This design comes from an exercise in tuning for small area and a short achievable clock period on the open sky130 flow, not from production work.
The RTL was checked by simulation tests, not by an equivalence proof against the original design.
Power is estimated from default activity; no workload was simulated.

==> flow/design.v <==
module Addition_Subtraction(input i_clk, i_rst,
input [31:0] i_operand_a, i_operand_b,
input add_sub_signal,
output o_exception,
output [31:0] o_operand_o);
wire [31:0] a = i_operand_a, b = i_operand_b;
wire exc = (&a[30:23]) | (&b[30:23]);
wire [8:0] dab9 = {1'b0, a[30:23]} - {1'b0, b[30:23]};
wire [7:0] dba = b[30:23] - a[30:23];
wire elt = dab9[8];
wire eeq = a[30:23] == b[30:23];
wire neg = eeq & (a[22:0] < b[22:0]);
wire azero = ~|a[30:0];
wire swap = elt | neg;
wire [22:0] mA = exc ? 23'd0 : elt ? b[22:0] : a[22:0];
wire [22:0] mB = elt ? a[22:0] : b[22:0];
wire [7:0] eA = exc ? 8'd0 : elt ? b[30:23] : a[30:23];
wire hB = elt ? |a[30:23] : |b[30:23];
wire big_ab = (|dab9[7:5]) | (&dab9[4:3]);
wire big_ba = (|dba[7:5]) | (&dba[4:3]);
wire dbig = elt ? big_ba : big_ab;
wire d4 = elt ? dba[4] : dab9[4];
wire d3 = elt ? dba[3] : dab9[3];
wire [2:0] dlo = elt ? dba[2:0] : dab9[2:0];
wire [23:0] sB = exc ? 24'd0 : {hB, mB};
wire [23:0] sBc = dbig ? 24'd0 : d4 ? {16'd0, sB[23:16]} : d3 ? {8'd0, sB[23:8]} : sB;
wire za2 = ~|a[30:16], za1 = ~|a[15:8];
wire zb2 = ~|b[30:16], zb1 = ~|b[15:8];
wire z2 = exc | (elt ? za2 : zb2);
wire z1 = exc | (elt ? za1 : zb1);
wire hz = dbig | d4 | (d3 ? z2 : (z2 & z1));
reg [22:0] r1_mA;
reg [7:0]  r1_eA;
reg [23:0] r1_sB;
reg [2:0]  r1_d;
reg        r1_sign, r1_add, r1_exc, r1_hz, r1_neg, r1_nz;
always @(posedge i_clk) begin
  r1_mA   <= mA;
  r1_eA   <= eA;
  r1_sB   <= sBc;
  r1_d    <= dlo;
  r1_sign <= ~exc & ((swap ? b[31] : a[31]) ^ (add_sub_signal & swap));
  r1_add  <= exc | ~(a[31] ^ b[31] ^ add_sub_signal);
  r1_exc  <= exc;
  r1_hz   <= hz;
  r1_neg  <= neg & ~azero;
  r1_nz   <= neg & azero;
end
wire [23:0] sA = {|r1_eA, r1_mA};
wire [23:0] t = r1_sB >> r1_d;
reg [7:0] lowmask;
always @* case (r1_d)
  3'd0: lowmask = 8'hff; 3'd1: lowmask = 8'hfe; 3'd2: lowmask = 8'hfc; 3'd3: lowmask = 8'hf8;
  3'd4: lowmask = 8'hf0; 3'd5: lowmask = 8'he0; 3'd6: lowmask = 8'hc0; default: lowmask = 8'h80;
endcase
wire t0 = r1_hz & ~(|(r1_sB[7:0] & lowmask));
wire sub = ~r1_add;
wire t0s = sub & t0;
wire inv = t0s | (sub & r1_neg);
wire [23:0] Y = t ^ {24{sub}};
wire [25:0] v2 = {1'b0, sA, 1'b1} + {1'b0, Y, sub & ~t0 & ~r1_neg};
wire [24:0] v = v2[25:1];
wire [23:0] w = v[23:0] ^ {24{inv}};
reg [4:0] z;
integer i;
always @* begin
  z = 5'd24;
  for (i = 0; i < 24; i = i + 1) if (w[i]) z = 5'd23 - i;
end
wire carry = r1_add & v[24];
wire [22:0] u = carry ? v[23:1] : w[22:0];
wire [4:0] q = (r1_add | t0 | r1_nz) ? 5'd0 : z;
wire [7:0] eAp1 = r1_eA + 8'd1;
wire [7:0] eA1 = carry ? eAp1 : r1_eA;
reg [22:0] r2_u;
reg [4:0]  r2_q;
reg [7:0]  r2_e;
reg        r2_sign, r2_exc;
always @(posedge i_clk or posedge i_rst) begin
  if (i_rst) begin
    r2_u    <= 23'd0;
    r2_q    <= 5'd0;
    r2_e    <= 8'd0;
    r2_sign <= 1'b0;
    r2_exc  <= 1'b0;
  end else begin
  r2_u    <= u;
  r2_q    <= q;
  r2_e    <= eA1;
  r2_sign <= r1_sign;
  r2_exc  <= r1_exc;
  end
end
wire [22:0] n = r2_u << r2_q;
assign o_exception = r2_exc;
assign o_operand_o = {r2_sign, r2_e - {3'd0, r2_q}, n};
endmodule
==> flow/flow/run.sh <==
#!/bin/bash
export BUFFER_PORTS_ARGS="-buffer_cell sky130_fd_sc_hd__buf_1"
export SETUP_SLACK_MARGIN=8
bash standard.sh > standard.log 2>&1
==> flow/standard.sh <==
#!/bin/bash
# synth_recipe.tcl (not shown) runs the flow's synth.tcl, then flattens the netlist and writes it again
# the make line also repeats each setting of config.mk as NAME=value (left out here)
make -C /OpenROAD-flow-scripts/flow DESIGN_CONFIG=/design/flow/config.mk WORK_HOME=/design/flow/orfs CLKGATE_MAP_FILE= SYNTH_SCRIPT=/design/flow/synth_recipe.tcl "${@:-finish}"
==> flow/config.mk <==
export PLATFORM = sky130hd
export DESIGN_NAME = Addition_Subtraction
export DESIGN_NICKNAME = Addition_Subtraction
export VERILOG_FILES = /design/flow/design.v
export SDC_FILE = /design/flow/constraint.sdc
export NUM_CORES = 4
export LEC_CHECK = 0
export ABC_AREA = 1
export CAP_MARGIN = 20
export CORE_MARGIN = 2
export CORE_UTILIZATION = 60
export CTS_BUF_LIST = sky130_fd_sc_hd__clkbuf_4 sky130_fd_sc_hd__clkbuf_8
export SLEW_MARGIN = 20
==> flow/constraint.sdc <==
create_clock -name core_clock -period 13.0 [get_ports {i_clk}]
set_input_delay 2.6000 -clock core_clock [delete_from_list [all_inputs] [get_ports {i_clk}]]
set_output_delay 2.6000 -clock core_clock [all_outputs]
set_load 0.01 [all_outputs]
==> summary.md <==
| Metric | Value |
|---|---|
| R2r setup slk | 8.44 ns |
| Final instance area | 10,120 um2 |
| Max Cap Viol | 0 |
| Global-route usage over all layers | 0.2988 |
| Synthesized net count | 1,528 |
| Antenna cells | 0 |
| Root Driver | clkbuf_8 |
| Wirelength, routed | 24,420 um |
| Reg2reg path depth | 28 |
| Hold Buf Count CTS | 0 |
| Kind of critical path | reg2out |
| Max_slew headroom | 0.5567 |
| Final Hold Fails | 0 |
| Drt pass-1 iters | 6 |
| Synth Warn # | 1 |
| Area leader, netlist | nand2_1 |
| Tcrit/Tclk final | 0.3792 |
| Most frequent cell after synthesis | nand2_1 |
| Htree depth | 3 |
| Worst r2r src | r1_d[0]$_DFF_P_ |
| Reg clk slew, reported paths | 0.09 ns |
| Die height | 126.9 um |
| Ys flop type | dfxtp_1 |
| Final setup fails | 0 |
| WHS | 0.3341 ns |
| Worst r2r dst | r2_q[3]$_DFF_PP0_ |
| Detailed Route Iter0 Violations | ~460 |
| VDD IR-drop max | 0.08004 mV |
| Slew Viols, Final | 0 |
| Commonest cells post-synth | nand2_1, inv_1, o21ai_0 |
| Cells after synthesis | 1,389 |
| Num CTS Buffers | 9 |
| Core area | 14,640 um2 |
| Worst setup path start | r2_q[1]$_DFF_PP0_ |
| Die Width | 126.9 um |
| Nets | between 1,500 and 2,000 |
| Worst Tran Pin Value | 0.6633 ns |
| Leakage | 4.860 nW |
| Final RePlAce weighted congestion | 0.9393 |
| CP endpoint kind | primary output |
| Setup TNS | 0 ns |
| CP arrival | 2.33 ns |
| Final ANT Viol Nets | 0 |
| Clock sinks | 102 |
| Max frequency | 202.9 MHz |
| Initial core utilization | 0.6186 |
| Area contributors post-synth | nand2_1, dfxtp_1, dfrtp_1 |
| Slowest CP cell | dfrtp_4 |
| RSZ-0062 raised after global routing | true |
| Via-to-Cell Ratio | between 5 and 6 |
| GR Overflow Total | 0 |
| Fillers | around 1,300 |
| Final WS setup | 8.071 ns |
| IO Count | 100 |
| Crit path max-delay family | flip-flops |
| Place WS | 5.084 ns |
| CTS tree | built |
| Post-detail-place hpwl | 18,950 um |
| CP bufs+invs | 2 |
| Max incr delay on CP | around 0.5 ns |
| Asr flop ratio synth | 0.3725 |
| Port bufs | 99 |
| Yosys top cell area share | 0.1533 |
| Critical path depth | 11 |
| Initial antenna violation count | 0 |
| Unique masters post-synth | 56 |
| Critical path required time | 10.40 ns |
| Share of layout cells above drive strength 1 | 0.07724 |
| Largest net degree at the start of global routing | 52 |
| CP max FO | 2 |
| Worst skew pair latency | 0.39 ns |
| # DRC | 0 |
| First-pass GRT wire length | 38,830 um |
| Vias | between 9,000 and 10,000 |
| Post-DP Area | around 9500 um2 |
| Overall Power | between 2 and 2.5 mW |
| Vias in the first global route | 8,197 |
| Synthesized area | 9059 um2 |
| Drt wl/cell | 14.71 um |
| Post-synthesis register bit count | 102 |
| Layout area overhead | 11.71% |
| Min Tclk post-route | 4.929 ns |
| Synth Area per Inst | between 6 and 7 um2 |
| Number of synthesized flops with an enable pin | 0 |
| Outcome | finished clean |
| CP Launch Type | flop |
| Sequential share of the synthesized area | 0.2464 |
| FP Rows | 44 |
| Die area | 16,100 um2 |
| Setup crit end | o_operand_o[30] |
| PwrDens | ~210 nW/um2 |
| Max Clock Skew | 0.01652 ns |
| CTS max path bufs | 2 |
| Hold WC Path Type | reg2reg |
| HP Start | r1_exc$_DFF_P_ |
| CP cell instances | clkinvlp_4, ha_4, nand2_4, nor2_2, a211oi_2, nor2_1, o21ai_1, nand2_1, nor3_2, xor2_1, buf_2 |
kinds of logic after synthesis:
group / after synthesis / synth area share
AND/OR/NAND/NOR: 576 / 0.2642
adder cells (fa/ha/maj): 72 / 0.1028
XOR/XNOR: 78 / 0.07859
AO/OA/AOI/OAI: 339 / 0.2073
buffers and inverters: 214 / 0.09185
multiplexers: 8 / 0.008840
flip-flops: 102 / 0.2464
registers in the layout (all words and copies together), names as in the netlist:
signal / cells
r1_sB: 24
r1_eA: 8
r1_sign: 1
r1_hz: 1
r2_q: 5
r1_mA: 23
r1_nz: 1
r2_sign: 1
r2_u: 23
r1_neg: 1
r1_add: 1
r2_e: 8
r1_exc: 1
r1_d: 3
r2_exc: 1
worst register-to-register path, delay by kind of cell, from the launching register on:
kind	cells	cell delay [ns]
xor gates and xnor gates	3	0.70
and+or+nand+nor	9	0.78
DFF	1	0.32
adders and majority gates	1	0.43
buffers and inverters	6	0.77
AOI/OAI and AO/OA	9	1.46
layer usage:
| layer | part of all wire | global-route usage | vias up |
|---|---|---|---|
| met5 | 0 | 0 | - |
| met4 | 0.030 | 0.1138 | 0 |
| met3 | 0.044 | 0.02910 | 54 |
| met2 | 0.48 | 0.5259 | 276 |
| met1 | 0.44 | 0.3793 | 4109 |
| li1 | - | - | 4782 |
through the flow:
step                      std cells    util
after floorplan                1389       -
after global placement         1617  0.6455
final                          1660  0.6910
after detailed placement       1617  0.6455
after global routing           1660  0.6910
after CTS                      1644  0.6743
timing repair:
item | CTS | global route
setup endpoints to repair | 69 | 46
buffers inserted | 7 | 14
gates cloned | 4 | 1
pin swaps | 1 | 12
resized for setup | 32 | 29
power by group:
part | internal [mW] | switching, mW
Combinational | 0.533 | 0.956
Sequential | 0.390 | 0.0482
Clock | 0.0998 | 0.109
Total | 1.02 | 1.11
cell type report:
class	count	area, um2	area share
multi-input cells	1074	6118	0.6046
flip-flops and latches	102	2243	0.2217
inverters	153	620.6	0.06133
clock buffers	12	152.6	0.01508
clock inverters	4	53.80	0.005317
well taps	184	230.2	0.02275
repair buffers	129	688.2	0.06800
repair inverters	2	12.51	0.001236
worst min-delay path by stage:
| stage | endpoint | slack, ns | cells past startpoint |
|---|---|---|---|
| 4_1_cts | r2_exc$_DFF_PP0_ | 0.34 | 0 |
| 3_3_place_gp | r2_exc$_DFF_PP0_ | 0.32 | 0 |
| 5_1_grt | r2_exc$_DFF_PP0_ | 0.34 | 0 |
| 6_report | r2_exc$_DFF_PP0_ | 0.33 | 0 |
| 2_1_floorplan | r2_exc$_DFF_PP0_ | 0.32 | 0 |
| 3_5_place_dp | r2_exc$_DFF_PP0_ | 0.32 | 0 |
cell usage in the layout, fill, tap and decap left out, types with 35 or more instances in the layout:
cell type and instances:
nor2_1 85, xor2_1 65, dfrtp_1 35, nand2_1 365
inv_1 137, buf_1 96, o21ai_0 132, ha_1 63
a21oi_1 124, nand3_1 67, dfxtp_1 64

## afterwards: timing with drivers on the ports
No port has a modelled driver above. Below, the same layout with a new extraction and two added sets of constraints.
Step 1 (the two cells are an assumption about what drives the block):
set clk [get_ports {i_clk}]
set_driving_cell -lib_cell sky130_fd_sc_hd__clkbuf_16 $clk
set_driving_cell -lib_cell sky130_fd_sc_hd__buf_2 [delete_from_list [all_inputs] $clk]
Step 2 times the ports against the registers' clock, not the clock port: input delays grow and output delays shrink by t, the midpoint of the rising clock arrivals with the driver on.
Slacks: ideal / step 1 / step 2; pairs: ideal / step 1.
t, ns: 0.421
setup WS [ns]: 8.071 / 8.030 / 7.732
worst setup path after step 2: input to register
After both steps setup and hold are still met in this run. The setup slack of this run moves by -0.041 ns with the drivers and by -0.339 ns with both steps.
